Source: an optimization exercise on an open RTL-to-GDS flow (aim: small area). Production flows keep margins and buffers that such runs may drop.
No functional check of the RTL was part of any run shown here.
Power and IR drop assume default switching activity.

[design.v]
module adder_tree (
    input           clk,
    input           rst_n,
    input  [127:0]  s_axis_din_data,
    input           s_axis_din_valid,
    output          s_axis_din_ready,
    output [11:0]   m_axis_dout_data,
    output          m_axis_dout_valid,
    input           m_axis_dout_ready
);
    reg  vld;
    wire ld = ~vld | m_axis_dout_ready;
    assign s_axis_din_ready  = ld;
    assign m_axis_dout_valid = vld;
    always @(posedge clk)
        if (~rst_n) vld <= 1'b0;
        else if (ld) vld <= s_axis_din_valid;
    wire s1;
    wire c2;
    wire s3;
    wire c4;
    wire s5;
    wire c6;
    wire s7;
    wire c8;
    wire s9;
    wire c10;
    wire s11;
    wire c12;
    wire s13;
    wire c14;
    wire s15;
    wire c16;
    wire s17;
    wire c18;
    wire s19;
    wire c20;
    wire s21;
    wire c22;
    wire s23;
    wire c24;
    wire s25;
    wire c26;
    wire s27;
    wire c28;
    wire s29;
    wire c30;
    wire s31;
    wire c32;
    wire s33;
    wire c34;
    wire s35;
    wire c36;
    wire s37;
    wire c38;
    wire s39;
    wire c40;
    wire s41;
    wire c42;
    wire s43;
    wire c44;
    wire s45;
    wire c46;
    wire s47;
    wire c48;
    wire s49;
    wire c50;
    wire s51;
    wire c52;
    wire s53;
    wire c54;
    wire s55;
    wire c56;
    wire s57;
    wire c58;
    wire s59;
    wire c60;
    wire s61;
    wire c62;
    wire s63;
    wire c64;
    wire s65;
    wire c66;
    wire s67;
    wire c68;
    wire s69;
    wire c70;
    wire s71;
    wire c72;
    wire s73;
    wire c74;
    wire s75;
    wire c76;
    wire s77;
    wire c78;
    wire s79;
    wire c80;
    wire s81;
    wire c82;
    wire s83;
    wire c84;
    wire s85;
    wire c86;
    wire s87;
    wire c88;
    wire s89;
    wire c90;
    wire s91;
    wire c92;
    wire s93;
    wire c94;
    wire s95;
    wire c96;
    wire s97;
    wire c98;
    wire s99;
    wire c100;
    wire s101;
    wire c102;
    wire s103;
    wire c104;
    wire s105;
    wire c106;
    wire s107;
    wire c108;
    wire s109;
    wire c110;
    wire s111;
    wire c112;
    wire s113;
    wire c114;
    wire s115;
    wire c116;
    wire s117;
    wire c118;
    wire s119;
    wire c120;
    wire s121;
    wire c122;
    wire s123;
    wire c124;
    wire s125;
    wire c126;
    wire s127;
    wire c128;
    wire s129;
    wire c130;
    wire s131;
    wire c132;
    wire s133;
    wire c134;
    wire s135;
    wire c136;
    wire s137;
    wire c138;
    wire s139;
    wire c140;
    wire s141;
    wire c142;
    wire s143;
    wire c144;
    wire s145;
    wire c146;
    wire s147;
    wire c148;
    wire n149;
    wire s150;
    wire c151;
    wire s152;
    wire c153;
    wire s154;
    wire c155;
    wire s156;
    wire c157;
    wire s158;
    wire c159;
    wire s160;
    wire c161;
    wire s162;
    wire c163;
    wire s164;
    wire c165;
    wire s166;
    wire c167;
    wire s168;
    wire c169;
    wire s170;
    wire c171;
    wire s172;
    wire c173;
    wire s174;
    wire c175;
    wire s176;
    wire c177;
    wire s178;
    wire c179;
    wire s180;
    wire c181;
    wire s182;
    wire c183;
    wire n184;
    wire s185;
    wire c186;
    wire s187;
    wire c188;
    wire s189;
    wire c190;
    wire s191;
    wire c192;
    wire s193;
    wire c194;
    wire s195;
    wire c196;
    wire s197;
    wire c198;
    wire s199;
    wire c200;
    wire s201;
    wire c202;
    wire s203;
    wire c204;
    wire s205;
    wire c206;
    wire s207;
    wire c208;
    wire s209;
    wire c210;
    wire s211;
    wire c212;
    wire s213;
    wire c214;
    wire s215;
    wire c216;
    wire s217;
    wire c218;
    wire s219;
    wire c220;
    wire s221;
    wire c222;
    wire s223;
    wire c224;
    wire s225;
    wire c226;
    wire n227;
    wire s228;
    wire c229;
    wire n230;
    wire s231;
    wire c232;
    adder_tree_fa u_s1 (.a(s_axis_din_data[0]), .b(s_axis_din_data[8]), .c(s_axis_din_data[16]), .s(s1), .co(c2));
    adder_tree_ha u_s3 (.a(s_axis_din_data[24]), .b(s_axis_din_data[32]), .s(s3), .co(c4));
    adder_tree_fa u_s5 (.a(s_axis_din_data[1]), .b(s_axis_din_data[9]), .c(s_axis_din_data[17]), .s(s5), .co(c6));
    adder_tree_fa u_s7 (.a(s_axis_din_data[25]), .b(s_axis_din_data[33]), .c(s_axis_din_data[41]), .s(s7), .co(c8));
    adder_tree_ha u_s9 (.a(s_axis_din_data[49]), .b(s_axis_din_data[57]), .s(s9), .co(c10));
    adder_tree_fa u_s11 (.a(s_axis_din_data[2]), .b(s_axis_din_data[10]), .c(s_axis_din_data[18]), .s(s11), .co(c12));
    adder_tree_fa u_s13 (.a(s_axis_din_data[26]), .b(s_axis_din_data[34]), .c(s_axis_din_data[42]), .s(s13), .co(c14));
    adder_tree_fa u_s15 (.a(s_axis_din_data[50]), .b(s_axis_din_data[58]), .c(s_axis_din_data[66]), .s(s15), .co(c16));
    adder_tree_fa u_s17 (.a(s_axis_din_data[3]), .b(s_axis_din_data[11]), .c(s_axis_din_data[19]), .s(s17), .co(c18));
    adder_tree_fa u_s19 (.a(s_axis_din_data[27]), .b(s_axis_din_data[35]), .c(s_axis_din_data[43]), .s(s19), .co(c20));
    adder_tree_fa u_s21 (.a(s_axis_din_data[51]), .b(s_axis_din_data[59]), .c(s_axis_din_data[67]), .s(s21), .co(c22));
    adder_tree_fa u_s23 (.a(s_axis_din_data[4]), .b(s_axis_din_data[12]), .c(s_axis_din_data[20]), .s(s23), .co(c24));
    adder_tree_fa u_s25 (.a(s_axis_din_data[28]), .b(s_axis_din_data[36]), .c(s_axis_din_data[44]), .s(s25), .co(c26));
    adder_tree_fa u_s27 (.a(s_axis_din_data[52]), .b(s_axis_din_data[60]), .c(s_axis_din_data[68]), .s(s27), .co(c28));
    adder_tree_fa u_s29 (.a(s_axis_din_data[5]), .b(s_axis_din_data[13]), .c(s_axis_din_data[21]), .s(s29), .co(c30));
    adder_tree_fa u_s31 (.a(s_axis_din_data[29]), .b(s_axis_din_data[37]), .c(s_axis_din_data[45]), .s(s31), .co(c32));
    adder_tree_fa u_s33 (.a(s_axis_din_data[53]), .b(s_axis_din_data[61]), .c(s_axis_din_data[69]), .s(s33), .co(c34));
    adder_tree_fa u_s35 (.a(s_axis_din_data[6]), .b(s_axis_din_data[14]), .c(s_axis_din_data[22]), .s(s35), .co(c36));
    adder_tree_fa u_s37 (.a(s_axis_din_data[30]), .b(s_axis_din_data[38]), .c(s_axis_din_data[46]), .s(s37), .co(c38));
    adder_tree_fa u_s39 (.a(s_axis_din_data[54]), .b(s_axis_din_data[62]), .c(s_axis_din_data[70]), .s(s39), .co(c40));
    adder_tree_fa u_s41 (.a(s_axis_din_data[7]), .b(s_axis_din_data[15]), .c(s_axis_din_data[23]), .s(s41), .co(c42));
    adder_tree_fa u_s43 (.a(s_axis_din_data[31]), .b(s_axis_din_data[39]), .c(s_axis_din_data[47]), .s(s43), .co(c44));
    adder_tree_fa u_s45 (.a(s_axis_din_data[55]), .b(s_axis_din_data[63]), .c(s_axis_din_data[71]), .s(s45), .co(c46));
    adder_tree_fa u_s47 (.a(s1), .b(s3), .c(s_axis_din_data[40]), .s(s47), .co(c48));
    adder_tree_fa u_s49 (.a(s_axis_din_data[48]), .b(s_axis_din_data[56]), .c(s_axis_din_data[64]), .s(s49), .co(c50));
    adder_tree_fa u_s51 (.a(c2), .b(c4), .c(s5), .s(s51), .co(c52));
    adder_tree_fa u_s53 (.a(s7), .b(s9), .c(s_axis_din_data[65]), .s(s53), .co(c54));
    adder_tree_fa u_s55 (.a(s_axis_din_data[73]), .b(s_axis_din_data[81]), .c(s_axis_din_data[89]), .s(s55), .co(c56));
    adder_tree_fa u_s57 (.a(c6), .b(c8), .c(c10), .s(s57), .co(c58));
    adder_tree_fa u_s59 (.a(s11), .b(s13), .c(s15), .s(s59), .co(c60));
    adder_tree_fa u_s61 (.a(s_axis_din_data[74]), .b(s_axis_din_data[82]), .c(s_axis_din_data[90]), .s(s61), .co(c62));
    adder_tree_ha u_s63 (.a(s_axis_din_data[98]), .b(s_axis_din_data[106]), .s(s63), .co(c64));
    adder_tree_fa u_s65 (.a(c12), .b(c14), .c(c16), .s(s65), .co(c66));
    adder_tree_fa u_s67 (.a(s17), .b(s19), .c(s21), .s(s67), .co(c68));
    adder_tree_fa u_s69 (.a(s_axis_din_data[75]), .b(s_axis_din_data[83]), .c(s_axis_din_data[91]), .s(s69), .co(c70));
    adder_tree_fa u_s71 (.a(s_axis_din_data[99]), .b(s_axis_din_data[107]), .c(s_axis_din_data[115]), .s(s71), .co(c72));
    adder_tree_fa u_s73 (.a(c18), .b(c20), .c(c22), .s(s73), .co(c74));
    adder_tree_fa u_s75 (.a(s23), .b(s25), .c(s27), .s(s75), .co(c76));
    adder_tree_fa u_s77 (.a(s_axis_din_data[76]), .b(s_axis_din_data[84]), .c(s_axis_din_data[92]), .s(s77), .co(c78));
    adder_tree_fa u_s79 (.a(s_axis_din_data[100]), .b(s_axis_din_data[108]), .c(s_axis_din_data[116]), .s(s79), .co(c80));
    adder_tree_fa u_s81 (.a(c24), .b(c26), .c(c28), .s(s81), .co(c82));
    adder_tree_fa u_s83 (.a(s29), .b(s31), .c(s33), .s(s83), .co(c84));
    adder_tree_fa u_s85 (.a(s_axis_din_data[77]), .b(s_axis_din_data[85]), .c(s_axis_din_data[93]), .s(s85), .co(c86));
    adder_tree_fa u_s87 (.a(s_axis_din_data[101]), .b(s_axis_din_data[109]), .c(s_axis_din_data[117]), .s(s87), .co(c88));
    adder_tree_fa u_s89 (.a(c30), .b(c32), .c(c34), .s(s89), .co(c90));
    adder_tree_fa u_s91 (.a(s35), .b(s37), .c(s39), .s(s91), .co(c92));
    adder_tree_fa u_s93 (.a(s_axis_din_data[78]), .b(s_axis_din_data[86]), .c(s_axis_din_data[94]), .s(s93), .co(c94));
    adder_tree_fa u_s95 (.a(s_axis_din_data[102]), .b(s_axis_din_data[110]), .c(s_axis_din_data[118]), .s(s95), .co(c96));
    adder_tree_fa u_s97 (.a(s41), .b(s43), .c(s45), .s(s97), .co(c98));
    adder_tree_fa u_s99 (.a(s_axis_din_data[79]), .b(s_axis_din_data[87]), .c(s_axis_din_data[95]), .s(s99), .co(c100));
    adder_tree_fa u_s101 (.a(s_axis_din_data[103]), .b(s_axis_din_data[111]), .c(s_axis_din_data[119]), .s(s101), .co(c102));
    adder_tree_fa u_s103 (.a(c36), .b(c38), .c(c40), .s(s103), .co(c104));
    adder_tree_fa u_s105 (.a(s47), .b(s49), .c(s_axis_din_data[72]), .s(s105), .co(c106));
    adder_tree_ha u_s107 (.a(s_axis_din_data[80]), .b(s_axis_din_data[88]), .s(s107), .co(c108));
    adder_tree_fa u_s109 (.a(c48), .b(c50), .c(s51), .s(s109), .co(c110));
    adder_tree_fa u_s111 (.a(s53), .b(s55), .c(s_axis_din_data[97]), .s(s111), .co(c112));
    adder_tree_ha u_s113 (.a(s_axis_din_data[105]), .b(s_axis_din_data[113]), .s(s113), .co(c114));
    adder_tree_fa u_s115 (.a(c52), .b(c54), .c(c56), .s(s115), .co(c116));
    adder_tree_fa u_s117 (.a(s57), .b(s59), .c(s61), .s(s117), .co(c118));
    adder_tree_fa u_s119 (.a(s63), .b(s_axis_din_data[114]), .c(s_axis_din_data[122]), .s(s119), .co(c120));
    adder_tree_fa u_s121 (.a(c58), .b(c60), .c(c62), .s(s121), .co(c122));
    adder_tree_fa u_s123 (.a(c64), .b(s65), .c(s67), .s(s123), .co(c124));
    adder_tree_fa u_s125 (.a(s69), .b(s71), .c(s_axis_din_data[123]), .s(s125), .co(c126));
    adder_tree_fa u_s127 (.a(c66), .b(c68), .c(c70), .s(s127), .co(c128));
    adder_tree_fa u_s129 (.a(c72), .b(s73), .c(s75), .s(s129), .co(c130));
    adder_tree_fa u_s131 (.a(s77), .b(s79), .c(s_axis_din_data[124]), .s(s131), .co(c132));
    adder_tree_fa u_s133 (.a(c74), .b(c76), .c(c78), .s(s133), .co(c134));
    adder_tree_fa u_s135 (.a(c80), .b(s81), .c(s83), .s(s135), .co(c136));
    adder_tree_fa u_s137 (.a(s85), .b(s87), .c(s_axis_din_data[125]), .s(s137), .co(c138));
    adder_tree_fa u_s139 (.a(c82), .b(c84), .c(c86), .s(s139), .co(c140));
    adder_tree_fa u_s141 (.a(c88), .b(s89), .c(s91), .s(s141), .co(c142));
    adder_tree_fa u_s143 (.a(s93), .b(s95), .c(s_axis_din_data[126]), .s(s143), .co(c144));
    adder_tree_fa u_s145 (.a(s97), .b(s99), .c(s101), .s(s145), .co(c146));
    adder_tree_fa u_s147 (.a(c90), .b(c92), .c(c94), .s(s147), .co(c148));
    assign n149 = ~s_axis_din_data[127];
    adder_tree_fa u_s150 (.a(c96), .b(s103), .c(n149), .s(s150), .co(c151));
    adder_tree_fa u_s152 (.a(c98), .b(c100), .c(c102), .s(s152), .co(c153));
    adder_tree_fa u_s154 (.a(c42), .b(c44), .c(c46), .s(s154), .co(c155));
    adder_tree_fa u_s156 (.a(s105), .b(s107), .c(s_axis_din_data[96]), .s(s156), .co(c157));
    adder_tree_fa u_s158 (.a(c106), .b(c108), .c(s109), .s(s158), .co(c159));
    adder_tree_ha u_s160 (.a(s111), .b(s113), .s(s160), .co(c161));
    adder_tree_fa u_s162 (.a(c110), .b(c112), .c(c114), .s(s162), .co(c163));
    adder_tree_fa u_s164 (.a(s115), .b(s117), .c(s119), .s(s164), .co(c165));
    adder_tree_fa u_s166 (.a(c116), .b(c118), .c(c120), .s(s166), .co(c167));
    adder_tree_fa u_s168 (.a(s121), .b(s123), .c(s125), .s(s168), .co(c169));
    adder_tree_fa u_s170 (.a(c122), .b(c124), .c(c126), .s(s170), .co(c171));
    adder_tree_fa u_s172 (.a(s127), .b(s129), .c(s131), .s(s172), .co(c173));
    adder_tree_fa u_s174 (.a(c128), .b(c130), .c(c132), .s(s174), .co(c175));
    adder_tree_fa u_s176 (.a(s133), .b(s135), .c(s137), .s(s176), .co(c177));
    adder_tree_fa u_s178 (.a(c134), .b(c136), .c(c138), .s(s178), .co(c179));
    adder_tree_fa u_s180 (.a(s139), .b(s141), .c(s143), .s(s180), .co(c181));
    adder_tree_fa u_s182 (.a(c140), .b(c142), .c(c144), .s(s182), .co(c183));
    assign n184 = ~s145;
    adder_tree_fa u_s185 (.a(s147), .b(s150), .c(n184), .s(s185), .co(c186));
    adder_tree_fa u_s187 (.a(c146), .b(s152), .c(s154), .s(s187), .co(c188));
    adder_tree_fa u_s189 (.a(c148), .b(c151), .c(c104), .s(s189), .co(c190));
    adder_tree_ha u_s191 (.a(s156), .b(s_axis_din_data[104]), .s(s191), .co(c192));
    adder_tree_fa u_s193 (.a(c157), .b(s158), .c(s160), .s(s193), .co(c194));
    adder_tree_fa u_s195 (.a(c159), .b(c161), .c(s162), .s(s195), .co(c196));
    adder_tree_fa u_s197 (.a(c163), .b(c165), .c(s166), .s(s197), .co(c198));
    adder_tree_fa u_s199 (.a(c167), .b(c169), .c(s170), .s(s199), .co(c200));
    adder_tree_fa u_s201 (.a(c171), .b(c173), .c(s174), .s(s201), .co(c202));
    adder_tree_fa u_s203 (.a(c175), .b(c177), .c(s178), .s(s203), .co(c204));
    adder_tree_fa u_s205 (.a(c179), .b(c181), .c(s182), .s(s205), .co(c206));
    adder_tree_fa u_s207 (.a(c183), .b(c186), .c(s189), .s(s207), .co(c208));
    adder_tree_fa u_s209 (.a(c188), .b(c153), .c(c155), .s(s209), .co(c210));
    adder_tree_ha u_s211 (.a(s191), .b(s_axis_din_data[112]), .s(s211), .co(c212));
    adder_tree_fa u_s213 (.a(c192), .b(s193), .c(s_axis_din_data[121]), .s(s213), .co(c214));
    adder_tree_fa u_s215 (.a(c194), .b(s195), .c(s164), .s(s215), .co(c216));
    adder_tree_fa u_s217 (.a(c196), .b(s197), .c(s168), .s(s217), .co(c218));
    adder_tree_fa u_s219 (.a(c198), .b(s199), .c(s172), .s(s219), .co(c220));
    adder_tree_fa u_s221 (.a(c200), .b(s201), .c(s176), .s(s221), .co(c222));
    adder_tree_fa u_s223 (.a(c202), .b(s203), .c(s180), .s(s223), .co(c224));
    adder_tree_fa u_s225 (.a(c204), .b(s205), .c(s185), .s(s225), .co(c226));
    assign n227 = ~s187;
    adder_tree_fa u_s228 (.a(c206), .b(s207), .c(n227), .s(s228), .co(c229));
    assign n230 = ~s209;
    adder_tree_fa u_s231 (.a(c208), .b(c190), .c(n230), .s(s231), .co(c232));
    wire [11:0] ra = {1'b0, c232, c229, c226, c224, c222, c220, c218, c216, c214, c212, s211};
    wire [11:0] rb = {1'b0, ~c210, s231, s228, s225, s223, s221, s219, s217, s215, s213, s_axis_din_data[120]};
    reg  [11:0] qa, qb;
    always @(posedge clk)
        if (ld) begin qa <= ra; qb <= rb; end
    assign m_axis_dout_data = (qa + qb) ^ 12'h800;
endmodule
module adder_tree_fa (input a, input b, input c, output s, output co);
    assign s  = a ^ b ^ c;
    assign co = (a & b) | (a & c) | (b & c);
endmodule
module adder_tree_ha (input a, input b, output s, output co);
    assign s  = a ^ b;
    assign co = a & b;
endmodule
[run.sh]
#!/bin/bash
# synth_recipe.tcl (not shown) runs the flow's synth.tcl, then flattens the netlist and writes it again
# the make line also repeats each setting of config.mk as NAME=value (left out here)
make -C /OpenROAD-flow-scripts/flow DESIGN_CONFIG=/design/flow/config.mk WORK_HOME=/design/flow/orfs CLKGATE_MAP_FILE= SYNTH_SCRIPT=/design/flow/synth_recipe.tcl finish
[config.mk]
export PLATFORM = sky130hd
export DESIGN_NAME = adder_tree
export DESIGN_NICKNAME = adder_tree
export VERILOG_FILES = /design/flow/design.v
export SDC_FILE = /design/flow/constraint.sdc
export NUM_CORES = 4
export LEC_CHECK = 0
export CAP_MARGIN = 20
export CORE_MARGIN = 2
export CORE_UTILIZATION = 40
export SLEW_MARGIN = 20
export SYNTH_HIERARCHICAL = 1
export SYNTH_MINIMUM_KEEP_SIZE = 0
[constraint.sdc]
create_clock -name core_clock -period 3.7 [get_ports {clk}]
set_input_delay 0.7400 -clock core_clock [delete_from_list [all_inputs] [get_ports {clk}]]
set_output_delay 0.7400 -clock core_clock [all_outputs]
set_load 0.01 [all_outputs]
==> run notes, run 1 <==
Worst path most repeated cell=fa_2; top post-synthesis cells by area=fa_1 (62%), edfxtp_1 (19%), ha_1 (6.9%); fin crit share=1.03; critical path capture point type=register; post-route cell area=0.00503 mm^2; worst skew pair latency=0.26 ns; sequential fraction of the synthesis area=0.197; Starting DRT DRC Count=39; Leak Pwr=0.00197 uW; post-synthesis cell count=210; clk sink count=23; pin count of the biggest net entering global routing=24; Worst R2R End=qb[8]; origin of the worst min-delay path=vld; Setup Skew=0.00224 ns; Min-Delay Endpoint=qa[10]; H-tree levels=1; Comb pwr share=0.789; TritonRoute pass-1 iters=4; vias per cell=4.73; global-route wire length before repair=12.3 mm; core area=0.00830 mm^2; Root Driver=clkbuf_8; share of cells above drive strength 1=0.341; FF-to-FF Start=vld; # port buffers=145; P_int=2220 uW; Antenna diodes=0; ys async rst share=0; hold_buf cts=0; antenna violations before repair=0; CP peak stage delay=0.58 ns; TritonCTS clock tree=done; Num CTS Buffers=3; Max Slew Vio Count=0; FP Rows=33; share of power burned in registers=0.169; Max VDD drop=361 uV; status=finished with violations; Slew @ Worst Pin=0.287 ns; PD cells=738 mW/mm^2; area of the mapped netlist=0.00345 mm^2; Hold Path Stages=2; post-route ant nets=0; Fail Reasons=negative setup slack; R2R setup slack=2.69 ns; Syn Area/Cell=16.4 um^2; CTS Buffer Depth=2; die area=0.00939 mm^2; Post-DP Area=0.00508 mm^2; Rel. slew slack=0.809; # IOs=146; Yosys top cell area share=0.620; vias post-DR=2189; Die Ht=96.9 um; Psw=1490 uW; aggregate global-route resource usage=0.159; top-count cell post-synth=fa_1; post-DP HPWL=6.47 mm; Layout area overhead=45.7%; Seq cells post-synth=23; CTS clk-pin slew, worst paths=0.08 ns; routability cong.=0.767; sw frac=0.401; WL/cell=14.8 um; Yosys Warn Count=7; critical path peak fanout=1; nets=617; Clock power frac=0.042; chip width=96.9 um; Final Critical Period=3.80 ns; Worst Reg-to-Reg Cells=2; RSZ-0062 raised after global routing=true; Post-synth EDFFs=22; Final TNS setup=-0.207 ns; Max-Cap Viols=0; number of global-route vias before repair=2680; Most used DFF post-synth=edfxtp_1; Yosys cell types=28; Post-synth top cells=fa_1 (107), edfxtp_1 (22), ha_1 (19); setup violators final=4; fmax=263 MHz; fin worst setup slack=-0.102 ns; final hold vios=0; Min-Delay Path Class=reg2reg; CP Launch Type=primary input; CP required=3.71 ns; Residual DRC=0; critical path's slowest cell=fa_2; WHS=0.832 ns; crit path from=s_axis_din_data[24]; crit path DAT=3.81 ns; Total Wirelength=6.84 mm; critical path cell sequence=clkdlybuf4s50_1, ha_4, fa_2, fa_2, fa_2, fa_2, fa_1; largest area contributor in the netlist=fa_1; Initial Util=0.416; critical path class=in2reg; GRT overflow=0
==> how the worst max path moves through the flow <==
stage                        to  slack, ns  cells past startpoint
final                     qb[1]      -0.10                      7
after global routing      qb[1]      -0.14                      7
after CTS                 qb[1]      -0.14                      7
after detailed placement  qb[1]      -0.64                      7
after global placement    qb[1]      -0.62                      7
after floorplan           qb[1]       -0.1                      6
==> modules after synthesis, one instance, submodules excluded <==
| module | cells inside | times used | flip-flops and latches | cell area [um^2] |
|---|---|---|---|---|
| adder_tree | 96 | 1 | 23 | 1230 |
| adder_tree_fa | 1 | 106 | 0 | 20.0 |
| adder_tree_ha | 1 | 8 | 0 | 12.5 |
==> area by class of cell <==
class                   count  area, um^2
flip-flops and latches     23         681
fillers                   678        3270
clock buffers               3        41.3
well taps                 105         131
inverters                  10        37.5
clock inverters             1        7.51
multi-input cells         175        2860
repair buffers            146        1270
==> critical path, delay by kind of cell <==
kind / cells / cell delay (ns)
fa+ha+maj: 6 / 2.57
buf+inv: 1 / 0.50
==> layout by cell type, fill, tap and decap left out, types with 7 or more instances in the layout <==
cell	instances
clkdlybuf4s50_1	79
buf_6	17
xnor2_1	7
fa_1	57
buf_2	30
inv_1	9
ha_1	17
clkbuf_2	13
edfxtp_1	22
fa_2	50
==> repair_timing <==
action,4_1_cts,5_1_grt
gates resized for setup,234,42
setup buffers,0,0
endpoints found under the setup margin,19,16
cloned,0,0
pin swaps,69,50
==> through the flow <==
stage | utilization | worst slack (ns) | cells | total power, uW
CTS | 0.603 | -0.136 | 463 | 3780
finish | 0.606 | -0.102 | 463 | 3710
floorplan | - | -0.0970 | 210 | 2550
global route | 0.606 | -0.140 | 463 | 4180
detailed placement | 0.612 | -0.637 | 459 | 3600
global placement | 0.612 | -0.617 | 459 | 3560
==> power groups by stage <==
stage / Sequential (uW) / Combinational (uW) / Clock, uW
6_report: 627 / 2930 / 157
4_1_cts: 630 / 2990 / 164
3_5_place_dp: 635 / 2960 / 0
5_1_grt: 645 / 3360 / 172
3_3_place_gp: 632 / 2930 / 0
2_1_floorplan: 621 / 1930 / 0
==> state kept, by name (all words and copies together), names as in the netlist <==
signal	cells
qb	11
vld	1
qa	11
==> routing by layer <==
metal,global-route usage,up-vias,wire length [um]
met1,0.201,1099,2750
met4,0.0152,0,35
met3,0.0318,6,405
met5,0,-,0
li1,-,998,-
met2,0.293,86,3650
==> cell families after synthesis <==
group | count (synthesis) | share of synthesized area
buffers and inverters | 12 | 0.0174
AO/OA/AOI/OAI | 24 | 0.0489
adder cells (fa/ha/maj) | 126 | 0.689
multiplexers | 2 | 0.00580
flip-flops | 23 | 0.197
AND/OR/NAND/NOR | 15 | 0.0214
XOR/XNOR | 8 | 0.0203
==> inputs of run 2 (changes only) <==
==> flow/run.sh (new file) <==
#!/bin/bash
# Own layout flow: the standard ORFS flow (standard.sh, unchanged
# synthesis), with two layout choices changed:
#  - the port buffers that global placement inserts on every input and output
#    are the smallest buffer, sky130_fd_sc_hd__buf_1, instead of the default
#    pick (a delay cell), and
#  - clock tree synthesis uses small clock buffers and inserts no dummy loads.
# Every tool's full output is kept: make's output in flow_make.log, and each
# ORFS step's log under orfs/logs/.
set -euo pipefail
cd "$(dirname "${BASH_SOURCE[0]}")/.."
CTS_BUFS="${CTS_BUFS:-sky130_fd_sc_hd__clkbuf_8}"
bash standard.sh REMOVE_ABC_BUFFERS=1 \
  "BUFFER_PORTS_ARGS=-buffer_cell sky130_fd_sc_hd__buf_1" \
  "CTS_ARGS=-sink_clustering_enable -repair_clock_nets -dont_use_dummy_load -buf_list $CTS_BUFS" \
  finish > flow_make.log 2>&1
test -f out/final.def
==> standard.sh (new file) <==
#!/bin/bash
# synth_recipe.tcl (not shown) runs the flow's synth.tcl, then flattens the netlist and writes it again
# the make line also repeats each setting of config.mk as NAME=value (left out here)
make -C /OpenROAD-flow-scripts/flow DESIGN_CONFIG=/design/flow/config.mk WORK_HOME=/design/flow/orfs CLKGATE_MAP_FILE= SYNTH_SCRIPT=/design/flow/synth_recipe.tcl "${@:-finish}"
removed: run.sh
==> run 2 against run 1 <==
The layout still fails its checks (negative setup slack). Total power shrank 11%. First-iteration DRC count grew 49%. Die area is the same. Largest cell class unchanged. Highest routed layer unchanged.
==> run notes, run 2 <==
status=finished with violations; Fail Reasons=negative setup slack; PD cells=769 mW/mm^2; critical path's slowest cell=fa_1; post-synthesis cell count=210; TritonRoute pass-1 iters=4; Place WS=-0.427 ns; critical path class=in2reg; WHS=0.655 ns; clk sink count=23; aggregate global-route resource usage=0.143; area of the mapped netlist=0.00345 mm^2; Max-Cap Viols=0; Final TNS setup=-0.00922 ns; chip width=96.9 um; top flop regs=qa: 11 flops, qb: 11 flops, vld: 1 flops; Root Driver=clkbuf_8; Worst path most repeated cell=fa_1; Slew @ Worst Pin=0.306 ns; share of cells above drive strength 1=0.143; nets=617; largest area contributor in the netlist=fa_1; pin count of the biggest net entering global routing=25; CTS clk-pin slew, worst paths=0.07 ns; WL/cell=12.9 um; top-count cell post-synth=fa_1; Initial Util=0.416; post-route ant nets=0; sequential fraction of the synthesis area=0.197; # IOs=146; critical path peak fanout=1; Yosys cell types=28; grt met3 use=0.0246; CP required=3.69 ns; Total Wirelength=5.98 mm; global-route wire length before repair=11.2 mm; routability cong.=0.780; Antenna diodes=0; Setup Skew=0.00931 ns; ys async rst share=0; vias per cell=4.69; top post-synthesis cells by area=fa_1 (62%), edfxtp_1 (19%), ha_1 (6.9%); met2 usage=0.274; TritonCTS clock tree=done; Final Critical Period=3.71 ns; commonest cells after routing, fill and taps aside=buf_1 (138), fa_1 (72), fa_2 (35); delay-heaviest family, CP=adder cells; Leak Pwr=0.00155 uW; fmax=270 MHz; Layout area overhead=24.4%; Die Ht=96.9 um; crit path DAT=3.70 ns; Syn Area/Cell=16.4 um^2; hold_buf cts=0; Most used DFF post-synth=edfxtp_1; critical path capture point type=register; antenna violations before repair=0; Max Slew Vio Count=0; met1 usage=0.175; Final Util=0.518; Filler Cells Inserted=753; Max VDD drop=265 uV; final hold vios=0; setup violators final=1; Starting DRT DRC Count=58; Num CTS Buffers=3; Post-synth top cells=fa_1 (107), edfxtp_1 (22), ha_1 (19); Yosys Warn Count=7; Seq cells post-synth=23; worst skew pair latency=0.26 ns; Yosys top cell area share=0.620; GRT overflow=0; number of global-route vias before repair=2621; Post-synth EDFFs=22; Rel. slew slack=0.795; core area=0.00830 mm^2; post-DP HPWL=5.72 mm; Min-Delay Path Class=in2reg; # port buffers=145; H-tree levels=1; CP peak stage delay=0.55 ns; CP bufs+invs=1; most common cell after layout, fill and taps aside=buf_1; die area=0.00939 mm^2; Residual DRC=0; fin crit share=1.00; CP Launch Type=primary input; FP Rows=33; RSZ-0062 raised after global routing=true; fin worst setup slack=-0.00922 ns; CTS Buffer Depth=2; Top Usage Layer GRT=met2; critical path cell sequence=buf_6, fa_1, fa_1, fa_1, fa_1, fa_1, fa_1; vias post-DR=2168
==> run 2: power breakdown <==
part / switching [uW] / leakage, uW / internal (uW)
clock network: 71.6 / 0.0000216 / 72.5
registers: 38.1 / 0.000238 / 586
logic: 1350 / 0.00129 / 1190
total: 1450 / 0.00155 / 1850
==> run 2: through the flow <==
stage                     instances  cell area (um^2)  power (uW)
final                           462              4300        3300
after detailed placement        459              4110        3190
after global routing            462              4300        3820
after global placement          459              4110        3130
after floorplan                 208              3430        2480
after CTS                       462              4220        3390
==> run 2: worst reg2reg max path: stages, from the launching register on <==
cell and delay (ns):
dfxtp_1 0.31, nand2b_1 0.06, buf_4 0.29
==> run 2: Yosys stat by module (local to each module, per instance) <==
| module | flops+latches | area, um^2 | copies in the design |
|---|---|---|---|
| adder_tree_ha | 0 | 12.5 | 8 |
| adder_tree_fa | 0 | 20.0 | 106 |
| adder_tree | 23 | 1230 | 1 |
==> run 2: final timing paths <==
kind                            slack [ns]                  from     to  cells after the start
worst max-delay path                -0.009    s_axis_din_data[1]  qb[1]                      7
worst min-delay path                  0.65  s_axis_din_data[120]  qb[0]                      1
worst max register to register        2.71                   vld  qa[3]                      2
worst min register to register        0.81                   vld  qa[5]                      2
==> run 2: repair_timing <==
| item | in CTS | in global routing |
|---|---|---|
| endpoints found under the setup margin | 15 | 15 |
| gates resized for setup | 25 | 25 |
| buffers inserted | 0 | 0 |
| gates cloned | 0 | 0 |
| pin swaps | 24 | 29 |
==> run 2: metal layers <==
layer	part of all wire	routed length, um
met1	0.38	2260
met2	0.55	3300
met4	0.0030	18
met5	0	0
met3	0.067	399
==> run 2: cell type report <==
class	count	area, um^2	share of cell area
multi-input combinational	175	2800	0.652
tap	105	131	0.0306
timing repair buffer	146	604	0.141
inverter	10	37.5	0.00874
clock buffer	3	41.3	0.00961
sequential	23	681	0.158
==> run 2: kinds of logic (layout without fill, tap and decap cells) <==
| kind of cell | after synthesis | in the layout | synth area share |
|---|---|---|---|
| adders and majority gates | 126 | 126 | 0.689 |
| AOI/OAI and AO/OA | 24 | 24 | 0.0489 |
| DFF | 23 | 23 | 0.197 |
| and+or+nand+nor | 15 | 15 | 0.0214 |
| buffers and inverters | 12 | 159 | 0.0174 |
| xor gates and xnor gates | 8 | 8 | 0.0203 |
| muxes | 2 | 2 | 0.00580 |

==> port drivers added, routing unchanged <==
In the flow no input, the clock included, has a driving cell. The finished layouts below were timed again as built, in two steps. Step 1 assumes that a clkbuf_16 drives the clock port and a buf_2 every other input. Step 2 moves the port delays by t, midway between the first and last clock arrival at a register: inputs arrive t later, outputs are due t later. That takes back most of the time a late clock gives input paths. Slacks: no drivers / after step 1 / after step 2; pairs: no drivers / after step 1.
run | shift t [ns] | setup slack, ns | hold WS [ns]
run 1 | 0.288 | -0.102 / -0.104 / -0.393 | 0.832 / 0.832 / 0.832
run 2 | 0.281 | -0.009 / -0.016 / -0.298 | 0.655 / 0.654 / 0.806
For run 1, which loses most, drivers alone change the setup slack by -0.002 ns; drivers and shift together by -0.291 ns.
